This design comes from an exercise in tuning for small area, a short achievable clock period and few clock cycles per item on the open sky130 flow, not from production work. The RTL was checked by simulation tests, not by an equivalence proof against the original design.

### flow/config.mk
export PLATFORM = sky130hd
export DESIGN_NAME = MDU
export DESIGN_NICKNAME = MDU
export VERILOG_FILES = /design/flow/design.v
export SDC_FILE = /design/flow/constraint.sdc
export NUM_CORES = 4
export LEC_CHECK = 0
export CAP_MARGIN = 20
export CORE_MARGIN = 2
export CORE_UTILIZATION = 40
export SETUP_SLACK_MARGIN = 0.5
export SLEW_MARGIN = 20
### flow/constraint.sdc
create_clock -name core_clock -period 8.0 [get_ports {clock}]
set_input_delay 1.6000 -clock core_clock [delete_from_list [all_inputs] [get_ports {clock}]]
set_output_delay 1.6000 -clock core_clock [all_outputs]
set_load 0.01 [all_outputs]
### flow/design.v
module MDU(
  input         clock,
  input         reset,
  input  [3:0]  io_mdu_op,
  input         io_rv64,
  input  [63:0] io_src1,
  input  [63:0] io_src2,
  output        io_result_ok,
  output [63:0] io_result,
  input         io_is_lsu,
  input         io_lsu_ok
);
  localparam K   = 8;           
  localparam NCH = 64 / K;      
  localparam CW  = 3;           
  localparam W   = 66 + K;      
  localparam RD  = 2;           
  localparam DW  = 68;          
  wire op_mul   = io_mdu_op == 4'h1;
  wire op_mulh  = io_mdu_op == 4'h2 | io_mdu_op == 4'h3 | io_mdu_op == 4'h4;
  wire op_div   = io_mdu_op == 4'h5 | io_mdu_op == 4'h6 | io_mdu_op == 4'h7 | io_mdu_op == 4'h8;
  wire op_valid = op_mul | op_mulh | op_div;
  wire div_sgn  = io_mdu_op == 4'h5 | io_mdu_op == 4'h7;
  wire div_rem  = io_mdu_op == 4'h7 | io_mdu_op == 4'h8;
  wire a_sgn    = io_mdu_op == 4'h2 | io_mdu_op == 4'h3;   
  wire b_sgn    = io_mdu_op == 4'h2;                       
  reg          busy;       
  reg          negc;       
  reg          done;       
  reg          first;      
  reg          lsu_seen;
  reg  [6:0]   cnt;
  reg  [W-1:0] T;          
  reg  [63:0]  X;          
  reg  [DW-1:0] Y;         
  reg          x_ext;      
  reg          o_mul, o_mulh, o_div, o_rem, o_neg, o_w, o_bsgn;
  wire idle     = ~busy & ~negc & ~done;
  wire start    = idle & op_valid;
  wire complete = done & (~io_is_lsu | lsu_seen | io_lsu_ok);
  wire [63:0] bm = (op_mul & io_rv64) ? {{32{io_src2[31]}}, io_src2[31:0]} : io_src2;
  wire [NCH:0] fits;    
  genvar g;
  generate
    for (g = 1; g < NCH; g = g + 1) begin : g_fit
      assign fits[g] = &bm[63:K*g-1] | ~|bm[63:K*g-1];
    end
  endgenerate
  assign fits[0] = 1'b0;
  assign fits[NCH] = 1'b1;
  reg  [CW-1:0] top_chunk;
  integer j;
  always @(*) begin
    top_chunk = NCH - 1;
    for (j = NCH - 1; j >= 1; j = j - 1)
      if (fits[j]) top_chunk = j - 1;
  end
  wire [CW-1:0] cidx   = cnt[CW-1:0];
  wire [K-1:0]  chunk  = Y[cidx*K +: K] & {K{~negc}};
  wire          negtop = o_mul ? first : (o_bsgn & (cidx == NCH - 1));
  wire [W-1:0]  a_ext  = {{(W-64){x_ext}}, X};
  wire [63:0]   dres   = o_rem ? X : T[63:0];
  wire [W-1:0]  acc_in = negc ? {{(W-64){1'b1}}, ~dres} :
                         first ? {W{1'b0}} :
                         o_mul ? {T[W-1-K:0], {K{1'b0}}} : {{K{T[W-1]}}, T[W-1:K]};
  reg  [W-1:0]  pp_sum;
  integer i;
  always @(*) begin
    pp_sum = acc_in + {{(W-1){1'b0}}, negc};
    for (i = 0; i < K - 1; i = i + 1)
      pp_sum = pp_sum + ((a_ext & {W{chunk[i]}}) << i);
    pp_sum = pp_sum + (((a_ext ^ {W{negtop}}) & {W{chunk[K-1]}}) << (K - 1))
                    + ({{(W-1){1'b0}}, negtop & chunk[K-1]} << (K - 1));
  end
  wire [63:0] da = io_rv64 ? {{32{div_sgn & io_src1[31]}}, io_src1[31:0]} : io_src1;
  wire [63:0] db = io_rv64 ? {{32{div_sgn & io_src2[31]}}, io_src2[31:0]} : io_src2;
  wire        sa = div_sgn & da[63];
  wire        sb = div_sgn & db[63];
  wire [63:0] absA = sa ? -da : da;
  wire [63:0] absB = sb ? -db : db;
  wire [63:0] ia = da ^ {64{sa}};
  wire [63:0] ib = db ^ {64{sb}};
  reg  [6:0]  blA0, blB;
  integer m;
  always @(*) begin
    blA0 = 7'd0; blB = 7'd0;
    for (m = 0; m < 64; m = m + 1) begin
      if (ia[m]) blA0 = m + 1;
      if (ib[m]) blB = m + 1;
    end
  end
  wire [6:0]  blA     = blA0 + {6'd0, sa};
  wire        divzero = ~|db;
  wire [6:0]  sdiff   = blA - blB;
  wire        noiter  = divzero | (blA < blB);
  wire [6:0]  sp      = sdiff | (RD - 1);           
  wire [6:0]  ncyc    = (sdiff + RD) / RD;
  wire [DW-1:0] Dinit = {{(DW-64){1'b0}}, absB} << sp;
  wire        neg_d   = div_rem ? sa : (sa ^ sb) & ~divzero;
  reg  [63:0] Rn;
  reg  [RD-1:0] qb;
  reg  [DW:0] df;
  integer u;
  always @(*) begin
    Rn = X;
    for (u = 0; u < RD; u = u + 1) begin
      df = {{(DW-63){1'b0}}, Rn} - {1'b0, Y >> u};
      qb[RD-1-u] = ~df[DW];
      if (~df[DW]) Rn = df[63:0];
    end
  end
  wire mul_last = o_mul ? cidx == 0 : cidx == NCH - 1;
  wire div_last = cnt == 7'd1;
  always @(posedge clock) begin
    if (reset) begin
      busy <= 1'b0;
      negc <= 1'b0;
      done <= 1'b0;
      lsu_seen <= 1'b0;
    end else begin
      lsu_seen <= ~complete & (lsu_seen | io_lsu_ok);
      if (complete) done <= 1'b0;
      if (start) begin
        busy <= ~(op_div & noiter);
        negc <= op_div & noiter & neg_d;
        done <= op_div & noiter & ~neg_d;
      end else if (busy) begin
        if (o_div ? div_last : mul_last) begin
          busy <= 1'b0;
          negc <= o_div & o_neg;
          done <= ~(o_div & o_neg);
        end
      end else if (negc) begin
        negc <= 1'b0;
        done <= 1'b1;
      end
    end
    if (start) begin
      o_mul  <= op_mul;
      o_mulh <= op_mulh;
      o_div  <= op_div;
      o_rem  <= div_rem;
      o_w    <= io_rv64;
      o_neg  <= neg_d;
      o_bsgn <= b_sgn;
      first  <= 1'b1;
      if (op_div) begin
        cnt <= ncyc;
        X <= absA;
        Y <= Dinit;
        T <= {W{divzero}};
        x_ext <= 1'b0;
      end else begin
        cnt <= op_mul ? {{(7-CW){1'b0}}, top_chunk} : 7'd0;
        X <= io_src1;
        Y <= {{(DW-64){1'b0}}, bm};
        x_ext <= a_sgn & io_src1[63];
      end
    end else if (busy) begin
      first <= 1'b0;
      if (o_div) begin
        cnt <= cnt - 1'b1;
        T[63:0] <= {T[63-RD:0], qb};
        X <= Rn;
        Y <= Y >> RD;
      end else begin
        cnt <= o_mul ? cnt - 1'b1 : cnt + 1'b1;
        T <= pp_sum;
      end
    end else if (negc) begin
      T <= pp_sum;
      o_rem <= 1'b0;
    end
  end
  wire [63:0] res = (o_div & o_rem) ? X : (o_mulh ? T[K+63:K] : T[63:0]);
  assign io_result    = o_w ? {{32{res[31]}}, res[31:0]} : res;
  assign io_result_ok = done;
endmodule
### flow/run.sh
#!/bin/bash
# synth_recipe.tcl (not shown) runs the flow's synth.tcl, then flattens the netlist and writes it again
# the make line also repeats each setting of config.mk as NAME=value (left out here)
make -C /OpenROAD-flow-scripts/flow DESIGN_CONFIG=/design/flow/config.mk WORK_HOME=/design/flow/orfs CLKGATE_MAP_FILE= SYNTH_SCRIPT=/design/flow/synth_recipe.tcl finish
==> qor.csv <==
stage,metric,value,unit
layout,register_area,0.00674,mm^2
drt,dr_wl_met3,19800,um
setup_path,crit_top_cell,fa_1,
timing,grt_setup_unrepaired,yes,
die,rows,131,
worst_hold_path,hp-class,flop to flop,
global_routing,grt_start_max_net_pins,150,
setup_path,cp_data_arrival_time,8190,ps
setup_path,cp-end-kind,flop,
timing,fmax,128,MHz
synth,ys_warn_count,1,
cts,cts.sinks,226,
run_status,status,timing/DRC/antenna clean,
synth,ys_ff_latch,226,
drt,top_layer_used,met5,
drt,routed_wl,228000,um
synth,netlist_area,0.0516,mm^2
layout,final_cells,8761,
global_routing,track_usage,33.0,%
die,dieArea,0.132,mm^2
cts,insertion_delay,650,ps
drt,firstDrtPassIters,6,
timing,worstMarginPinSlew,1370,ps
die,initial_utilization,40.4,%
synth,syn_inst,6507,
run,cap_violations,0,
die,io_pins,202,
placed_design,dp_hpwl,178000,um
layout,syn2layout_area_growth,25.9,%
global_routing,antenna_found_initial,9,
timing,maxSlewViolCount,0,
die,core-area,0.128,mm^2
synth,synth_edf_count,221,
synth,seq_area_frac_synth,13.1,%
drt,drt_iter0_drc,5413,
placed_design,gp_congestion,1.02,
setup_path,worst-setup-path-type,flop to flop,
cts,tritoncts,yes,
drt,vias,53700,
layout,multi_input_area,0.0438,mm^2
synth,synth-async-reset-ratio,0,%
setup_path,crit_fanout,8,
drt,ant_nets,0,
cts,cts_buffers,31,
drt,met1Wirelength,94700,um
drt,met2_length,101000,um
layout,stdcell_area,0.0649,mm^2
setup_path,required,8360,ps
layout,nets,7982,
timing,fin_crit_sh,97.8,%
timing,skew,32.3,ps
global_routing,grt_pass1_vias,51100,
synth,avgSynthCellArea,7.93,um^2
timing,setup_viol,0,
synth,synth.distinct_cells,97,
global_routing,grt_pass1_wl,332000,um
cts,clkSlewWorstSetupHoldPaths,70,ps
placed_design,place_area,0.0595,mm^2
global_routing,grt-ovfl-total,0,
timing,relSlewSlack,8.97,%
drt,drc_errors,0,
cts,root_buffer,clkbuf_16,
synth,yosys-top-cells-area,"fa_1 (19%), edfxtp_1 (13%), ha_1 (7.0%)",
layout,drive_gt1_share,20.4,%
cts,cts.path.max_buffers,3,
synth,syn-num-nets,7414,
synth,ys.flop_type,edfxtp_1,
timing,hold_viol_final,0,
synth,yosys.area.top_type,fa_1,
setup_path,cpPeakStageDelay,570,ps
synth,synth_top_area_share,18.7,%
die,die_y,363,um
timing,period_needed,7820,ps
layout,nFillCells,12000,
die,die_w,363,um
drt,wire_per_inst,26.1,um
setup_path,cp-start-kind,flop,
cts,cts_max_level,1,
placed_design,place.port_buffers,201,
setup_path,crit_slowest_cell,fa_1,
placed_design,placed_cells,8544,
drt,via_per_inst,6.13,
==> critical path: cells and delay by family (launching register included) <==
kind / cells / cell delay [ps]
multiplexers: 2 / 720
buffers and inverters: 5 / 810
flip-flops: 1 / 400
AO/OA/AOI/OAI: 12 / 2260
adder cells (fa/ha/maj): 6 / 2700
XOR/XNOR: 1 / 130
AND/OR/NAND/NOR: 3 / 500
==> worst paths after layout <==
| check | slack [ps] | from | cells after the start | end |
|---|---|---|---|---|
| worst max-delay path | 180 | cnt[0] | 29 | T[73] |
| worst max register to register | 180 | cnt[0] | 29 | T[73] |
| worst min register to register | 520 | lsu_seen | 2 | lsu_seen |
| worst min-delay path | 520 | lsu_seen | 2 | lsu_seen |
==> metrics by stage <==
step	worst slack (ps)	TNS, ps	utilization (%)	hold slack, ps
floorplan	495	0	-	475
global placement	-350	-3030	46.6	498
detailed placement	-348	-4180	46.6	517
CTS	132	0	48.5	532
global route	-36.5	-49.6	50.9	573
finish	176	0	50.9	523
==> Yosys cell counts (54+ instances only) <==
cell,n
inv_1,445
o211ai_1,66
a21o_1,113
and2_1,219
mux2_2,88
a21oi_1,516
nor3_1,155
xor2_1,96
xnor2_1,246
clkbuf_1,431
nand3_1,129
o21ai_0,421
edfxtp_1,221
mux2i_1,238
nand2_1,814
a31oi_1,84
fa_1,481
a22oi_1,81
buf_1,54
ha_1,289
nor2_1,426
==> kinds of logic (layout without fill, tap and decap cells) <==
kind of cell | Yosys count | count (layout) | share of synthesized area (%)
AND/OR/NAND/NOR | 2076 | 2077 | 18.8
AO/OA/AOI/OAI | 1785 | 1785 | 22.1
buffers and inverters | 961 | 1551 | 7.08
adder cells (fa/ha/maj) | 770 | 770 | 25.7
multiplexers | 346 | 346 | 7.41
XOR/XNOR | 343 | 343 | 5.86
flip-flops | 226 | 226 | 13.1
other | 0 | 1 | 0
==> final cells by class <==
cell class	instances	share of cell area (%)
timing repair buffer	1047	14.8
clock inverter	21	0.326
tap	1662	3.20
clock buffer	35	1.22
sequential	226	10.4
inverter	448	2.60
multi-input combinational	5321	67.5
antenna	1	0.00385
==> state kept, by name (all words and copies together) (netlist names), 7 cells and up <==
signal and count:
X 64, Y 68, T 74, cnt 7
==> placed cells by master (no fill, tap or decap), drive strengths merged, types with 26 or more instances in the layout <==
cell / n
clkbuf: 45
mux2i: 238
xor2: 97
o221ai: 42
a22oi: 81
o211ai: 67
o22ai: 26
nor2b: 30
ha: 289
o31ai: 41
nand2: 815
clkdlybuf4s50: 200
o21bai: 39
a21oi: 518
a221oi: 38
edfxtp: 221
nor4: 37
a211oi: 50
nor2: 427
a31oi: 84
nor3: 157
xnor2: 246
and3: 44
mux2: 88
o21ai: 423
nand3: 129
buf: 835
and2: 219
inv: 450
nand2b: 48
or3: 44
nand4: 41
o21a: 47
a21o: 113
fa: 481
==> metal layers <==
| metal | up-vias | global-route usage, % |
|---|---|---|
| met5 | - | 0 |
| met4 | 10 | 14.9 |
| met3 | 488 | 4.25 |
| met2 | 2778 | 51.4 |
| met1 | 26400 | 45.7 |
| li1 | 24100 | - |
==> repair_timing <==
item | CTS | global route
hold buffers | 0 | 0
buffers inserted | 70 | 70
pin swaps | 68 | 228
gates resized for setup | 154 | 468
cloned | 10 | 9
setup endpoints to repair | 115 | 144
Testbench counts, summed over its fixed seeds: cycles 17,893, ops 2,400.

==> port drivers added, routing unchanged <==
Ports are ideal in the flow. The routed layout listed here was re-timed in OpenROAD.
Step 1 assumes that a clkbuf_16 drives the clock port and a buf_2 every other input.
Step 2 adds t to the input delays and takes it off the output delays; t is the mean of the earliest and latest rising clock arrival at the registers after step 1. Input paths then give back, and output paths get back, about the clock's delay inside the block.
a / b / c = ideal ports / drivers / drivers and shift; a / b = the first two.
t, ns: 0.698
slack for setup (ns): 0.176 / 0.176 / 0.104
slew at the worst register clock pin (ns): 0.07 / 0.07
worst data-port slew with drivers (ns): 0.23
After both steps setup and hold are still met in this run. For this run, drivers alone change the setup slack by 0.000 ns; drivers and shift together by -0.072 ns.
